Context: an optimization exercise on an open-source flow, tuned for small area. The choices shown serve that exercise and are no tape-out recipe.
The RTL was checked by simulation tests, not by an equivalence proof against the original design. The flow treats the clock pin as an ideal source, which a real chip does not have.

## dct_top
module dct_top(
	 input [7:0]x0,
	 input [7:0]x1,
	 input [7:0]x2,
	 input [7:0]x3,
	 input [7:0]x4,
	 input [7:0]x5,
	 input [7:0]x6,
	 input [7:0]x7,
	 input en,
	 input clk,
	 input rst,
	 output [13:0]y0,
	 output [13:0]y1,
	 output [13:0]y2,
	 output [13:0]y3,
	 output [13:0]y4,
	 output [13:0]y5,
	 output [13:0]y6,
	 output [13:0]y7
    );
	reg [2:0]addr;
	wire [74:0] row;
	wire [11:0] c0, c1, c2, c3, c4, c5, c6, c7;
	wire [7:0] col;
	genvar i;
	generate for (i = 0; i < 8; i = i + 1) begin : g
		assign col[i] = (addr == ((i + 1) & 7));
	end endgenerate
	DCT_app dct1(x0,x1,x2,x3,x4,x5,x6,x7,row);
	dct_ram dctRAM(clk,en,row,col,c0,c1,c2,c3,c4,c5,c6,c7);
	DCT2_app dct2(c0,c1,c2,c3,c4,c5,c6,c7,col[0],y0,y1,y2,y3,y4,y5,y6,y7);
	always@(posedge clk) begin
		if (rst) addr <= 3'd0;
		else addr <= addr+1;
	end
endmodule
For scale: ~2000 cells after synthesis, roughly 600 flip-flops, ~25000 um^2 of cells after synthesis.
Settings: LEC_CHECK=0, CAP_MARGIN=20, CORE_MARGIN=2, CORE_UTILIZATION=40, SLEW_MARGIN=20; clock period 12.0 ns.
run.sh (not shown) runs the stock make flow with config.mk's settings and CLKGATE_MAP_FILE= SYNTH_SCRIPT=/design/flow/synth_recipe.tcl, a recipe that flattens the netlist after the stock synthesis.
Rerun with:
- CTS_BUF_LIST: not set -> sky130_fd_sc_hd__clkbuf_4
- CTS_CLUSTER_SIZE: not set -> 20
Result: Clock skew rises by 0.065 ns; sequential share of layout area fell by 0.28 points; setup slack gets worse by 0.086 ns; global-route usage rises by 0.57 points; register-to-register slack improved by 0.25 ns; routed wire length rose by 2.8%.

== the previous run ==
Another version of the RTL of dct_top (not shown whole).
Size: roughly 1900 cells after synthesis, about 610 flip-flops, about 180 I/O pins, about 23000 um2 of cells after synthesis.
==> flow/design.v (excerpt) <==
module dct_top(
	 input [7:0]x0,
	 input [7:0]x1,
	 input [7:0]x2,
	 input [7:0]x3,
	 input [7:0]x4,
	 input [7:0]x5,
	 input [7:0]x6,
	 input [7:0]x7,
	 input en,
	 input clk,
	 input rst,
	 output [13:0]y0,
	 output [13:0]y1,
	 output [13:0]y2,
	 output [13:0]y3,
	 output [13:0]y4,
	 output [13:0]y5,
	 output [13:0]y6,
	 output [13:0]y7
    );
clock: 12.0 ns
lec_check: 0
cap_margin: 20
core_margin: 2
core_utilization: 40
slew_margin: 20
standard.sh (not shown) runs the stock make flow with config.mk's settings and CLKGATE_MAP_FILE= SYNTH_SCRIPT=/design/flow/synth_recipe.tcl, a recipe that flattens the netlist after the stock synthesis.
==> flow/flow/run.sh <==
#!/bin/bash
# Standard ORFS layout (the standard.sh, unchanged synthesis), with two changes:
#  - port buffers use the smallest buffer cell (buf_1) instead of the default choice;
#  - clock tree: larger sink clusters and no dummy loads, so fewer clock buffers.
set -euo pipefail
bash standard.sh \
  BUFFER_PORTS_ARGS="-buffer_cell sky130_fd_sc_hd__buf_1" \
  CTS_ARGS="-sink_clustering_enable -repair_clock_nets -dont_use_dummy_load -sink_clustering_size 30 -sink_clustering_max_diameter 100" \
  finish > standard_make.log 2>&1
Looking at the reports, the previous run completed the entire flow and the layout it produced met the timing, DRC and antenna checks.
## Diff of input files: the current run against the previous run
==> flow/flow/run.sh <==
#!/bin/bash
# Standard ORFS layout (the standard.sh: ORFS synthesis and place-and-route), with:
#  - an area-oriented ABC mapping script (flow/abc_area_nf.script) in place of ORFS's
#    abc_speed.script, in a copy of ORFS's scripts folder; everything else in that
#    copy is ORFS's own, so the registers and the rest of synthesis are unchanged;
#  - port buffers of the smallest buffer cell (buf_1);
#  - clock tree: larger sink clusters and no dummy loads, so fewer clock buffers.
set -euo pipefail
SM="$PWD/scripts_abc"
rm -rf "$SM"
cp -r "$FLOW_HOME/scripts" "$SM"
cp flow/abc_area_nf.script "$SM/abc_speed.script"
bash standard.sh \
  SCRIPTS_DIR="$SM" \
  BUFFER_PORTS_ARGS="-buffer_cell sky130_fd_sc_hd__buf_1" \
  CTS_ARGS="-sink_clustering_enable -repair_clock_nets -dont_use_dummy_load -sink_clustering_size 30 -sink_clustering_max_diameter 100" \
  finish > standard_make.log 2>&1
==> flow/flow/abc_area_nf.script (new file) <==
&get -n
&st
&dch -f
&nf -a -F 4 -A 4
&put
topo
stime -c
==> run notes <==
Against the previous run, the current run reports a path depth of the worst reg2reg path that is lower.
The current run: final-stage net count 37 above the previous run
Compared the current run vs the previous run, and met3 wire length is down in the current run.
Fraction of standard cell area in multi-input logic for the current run: 0.58 points down relative to the previous run
In the tables for the previous run and the current run, utilization reads lower with the previous run.
Of the previous run and the current run, the previous run shows the lower critical path buffer and inverter count, with the current run above it.
The previous run → the current run: final non-filler cell area fell by 0.86%, number of DRC markers in iteration 0 rose by 17.
Comparing the previous run and the current run, number of diodes added for antenna fixing is higher on the previous run.

v1:
dct_top, a different RTL version from the one above (not shown whole).
Size in the first run: ~590 flip-flops, ~180 I/O pins.
Design dct_top, start of the top module:
module dct_top(
	 input [7:0]x0,
	 input [7:0]x1,
	 input [7:0]x2,
	 input [7:0]x3,
	 input [7:0]x4,
	 input [7:0]x5,
	 input [7:0]x6,
	 input [7:0]x7,
	 input en,
	 input clk,
	 input rst,
	 output [13:0]y0,
	 output [13:0]y1,
	 output [13:0]y2,
	 output [13:0]y3,
	 output [13:0]y4,
	 output [13:0]y5,
	 output [13:0]y6,
	 output [13:0]y7
    );
	reg [2:0]addr;
	reg wr;
	wire [72:0] row;
	wire [10:0] c0, c1, c2, c3, c4, c5, c6, c7;
	wire [7:0] col;
	genvar i;
	generate for (i = 0; i < 8; i = i + 1) begin : g
		assign col[i] = ~wr & (addr == ((i + 1) & 7));
	end endgenerate
	dct_ram dctRAM(clk,en,wr,row,col,wr,{x7,x6,x5,x4,x3,x2,x1,x0},c0,c1,c2,c3,c4,c5,c6,c7);
	DCT2_app dct2(c0,c1,c2,c3,c4,c5,c6,c7,col[0],y0,y1,y2,y3,y4,y5,y6,y7,row);
	always@(posedge clk) begin
		if (rst) addr <= 3'd0;
		else addr <= addr + 3'd1;
		wr <= en;
	end
endmodule
export LEC_CHECK = 0
export CAP_MARGIN = 20
export CORE_MARGIN = 2
export CORE_UTILIZATION = 40
export SLEW_MARGIN = 20
create_clock -name core_clock -period 12.0 [get_ports {clk}]
==> flow/flow/run.sh <==
#!/bin/bash
# Standard ORFS layout (the standard.sh: ORFS synthesis and place-and-route), with:
#  - an area-oriented ABC mapping script (flow/abc_area_nf.script) in place of ORFS's
#    abc_speed.script, in a copy of ORFS's scripts folder; everything else in that
#    copy is ORFS's own, so the registers and the rest of synthesis are unchanged;
#  - port buffers of the smallest buffer cell (buf_1);
#  - clock tree: larger sink clusters and no dummy loads, so fewer clock buffers.
set -euo pipefail
SM="$PWD/scripts_abc"
rm -rf "$SM"
cp -r "$FLOW_HOME/scripts" "$SM"
cp flow/abc_area_nf.script "$SM/abc_speed.script"
bash standard.sh \
  SCRIPTS_DIR="$SM" \
  BUFFER_PORTS_ARGS="-buffer_cell sky130_fd_sc_hd__buf_1" \
  CTS_ARGS="-sink_clustering_enable -repair_clock_nets -dont_use_dummy_load -sink_clustering_size 28 -sink_clustering_max_diameter 90" \
  finish > standard_make.log 2>&1
==> flow/flow/abc_area_nf.script <==
&get -n
&st
&dch -f
&nf -a -F 4 -A 4
&put
topo
stime -c
Input changes introduced in v40 (baseline for comparison: v1):
==> flow/flow/run.sh <==
#!/bin/bash
# Standard ORFS layout (the standard.sh, unchanged synthesis), with two changes:
#  - port buffers use the smallest buffer cell (buf_1) instead of the default choice;
#  - clock tree: clkbuf_8 buffers, sink clusters of up to 18, no dummy loads.
set -euo pipefail
bash standard.sh \
  BUFFER_PORTS_ARGS="-buffer_cell sky130_fd_sc_hd__buf_1" \
  CTS_ARGS="-sink_clustering_enable -repair_clock_nets -dont_use_dummy_load -buf_list sky130_fd_sc_hd__clkbuf_8 -sink_clustering_size 18 -sink_clustering_max_diameter 60" \
  finish > standard_make.log 2>&1
removed: flow/flow/abc_area_nf.script
Results
Diff v1 -> v40: worst hold-check slack decreased 0.035 ns, combined global-route utilization of all metal layers increased 0.89 points, cts-stage hold buffer count essentially unchanged.
Taking v1 as the reference, in v40 core region area up about 4%, worst setup slack down 0.13 ns, global-route wire length before repair higher, detailed-placement wirelength estimate went up, utilization of the core after routing fell by 0.55 points.
On height of the die: between v40 and v1, it ends up higher for v40.
NOTE combined area of the multi-input logic cells v1->v40 increased by a few percent
met5 as the highest routed metal layer was reported by v1, and met4 by v40.
#### Input delta (v57 over v40)
==> flow/flow/run.sh <==
#!/bin/bash
# Standard ORFS layout (the standard.sh: ORFS synthesis and place-and-route), with:
#  - an area-oriented ABC mapping script (flow/abc_area_nf.script) in place of ORFS's
#    abc_speed.script, in a copy of ORFS's scripts folder; everything else in that
#    copy is ORFS's own, so the registers and the rest of synthesis are unchanged;
#  - port buffers of the smallest buffer cell (buf_1);
#  - clock tree: larger sink clusters and no dummy loads, so fewer clock buffers.
set -euo pipefail
SM="$PWD/scripts_abc"
rm -rf "$SM"
cp -r "$FLOW_HOME/scripts" "$SM"
cp flow/abc_area_nf.script "$SM/abc_speed.script"
bash standard.sh \
  SCRIPTS_DIR="$SM" \
  BUFFER_PORTS_ARGS="-buffer_cell sky130_fd_sc_hd__buf_1" \
  CTS_ARGS="-sink_clustering_enable -repair_clock_nets -dont_use_dummy_load -sink_clustering_size 30 -sink_clustering_max_diameter 100" \
  finish > standard_make.log 2>&1
==> flow/flow/abc_area_nf.script (new file) <==
&get -n
&st
&dch -f
&nf -a -F 4 -A 4
&put
topo
stime -c
Results
- sky130_fd_sc_hd__fa_1 as the slowest cell on the critical path was reported by v40, and sky130_fd_sc_hd__nor3b_4 by v57.
- For the post-route cell area, v57 came in 3.1% lower than v40 did.
- Relative to v40, total wire length after detailed routing has gone down in v57.
- | setup clock skew after layout | v57 vs v40 | 0.022 ns lower |
Inputs modified between v57 and v7:
diff --git a/flow/flow/run.sh b/flow/flow/run.sh
--- a/flow/flow/run.sh
+++ b/flow/flow/run.sh
@@ -6,3 +6,3 @@
 #  - port buffers of the smallest buffer cell (buf_1);
-#  - clock tree: larger sink clusters and no dummy loads, so fewer clock buffers.
+#  - clock tree: clkbuf_8 buffers, sink clusters of up to 18, no dummy loads.
 set -euo pipefail
@@ -15,3 +15,3 @@
   BUFFER_PORTS_ARGS="-buffer_cell sky130_fd_sc_hd__buf_1" \
-  CTS_ARGS="-sink_clustering_enable -repair_clock_nets -dont_use_dummy_load -sink_clustering_size 30 -sink_clustering_max_diameter 100" \
+  CTS_ARGS="-sink_clustering_enable -repair_clock_nets -dont_use_dummy_load -buf_list sky130_fd_sc_hd__clkbuf_8 -sink_clustering_size 18 -sink_clustering_max_diameter 60" \
   finish > standard_make.log 2>&1
--- outcome ---
- Summary of v7 over v57: xor and xnor area share after synthesis comparable; final wirelength now larger; global routing usage on met3 roughly the same.

==> port drivers added, routing unchanged <==
The results above use ideal ports. As a check the final layouts listed here were re-extracted and re-timed, cells and wires unchanged.
Step 1 sets driving cells, clkbuf_16 on the clock port and buf_2 on the other inputs (assumed; they add their load-dependent delay and slew).
Step 2 times the ports against the registers' clock, not the clock port: input delays grow and output delays shrink by t, the midpoint of the rising clock arrivals with the driver on.
Three values: ideal ports, drivers, drivers and shift; two values: the first two.
| run | t (ns) | slack for setup (ns) | slew at the worst register clock pin (ns) | worst slew at a driven data input, ns | cell pins on the clock port's net |
|---|---|---|---|---|---|
| the first run of note 1 | 0.621 | 0.461 / 0.404 / 1.026 | 0.07 / 0.07 | 0.05 | 1 |
| the second run of note 1 | 0.875 | 0.375 / 0.316 / 1.191 | 0.09 / 0.09 | 0.05 | 1 |
| the previous run | 0.628 | 0.458 / 0.399 / 1.027 | 0.12 / 0.12 | 0.08 | 1 |
| the current run | 0.636 | 0.539 / 0.478 / 1.114 | 0.12 / 0.12 | 0.12 | 1 |
| v1 | 0.628 | 0.511 / 0.454 / 1.082 | 0.11 / 0.11 | 0.11 | 1 |
| v40 | 0.686 | 0.378 / 0.324 / 1.010 | 0.11 / 0.11 | 0.06 | 1 |
| v57 | 0.636 | 0.479 / 0.422 / 1.058 | 0.12 / 0.12 | 0.13 | 1 |
| v7 | 0.681 | 0.437 / 0.384 / 1.065 | 0.11 / 0.11 | 0.12 | 1 |
After both steps setup and hold are still met in every run listed.
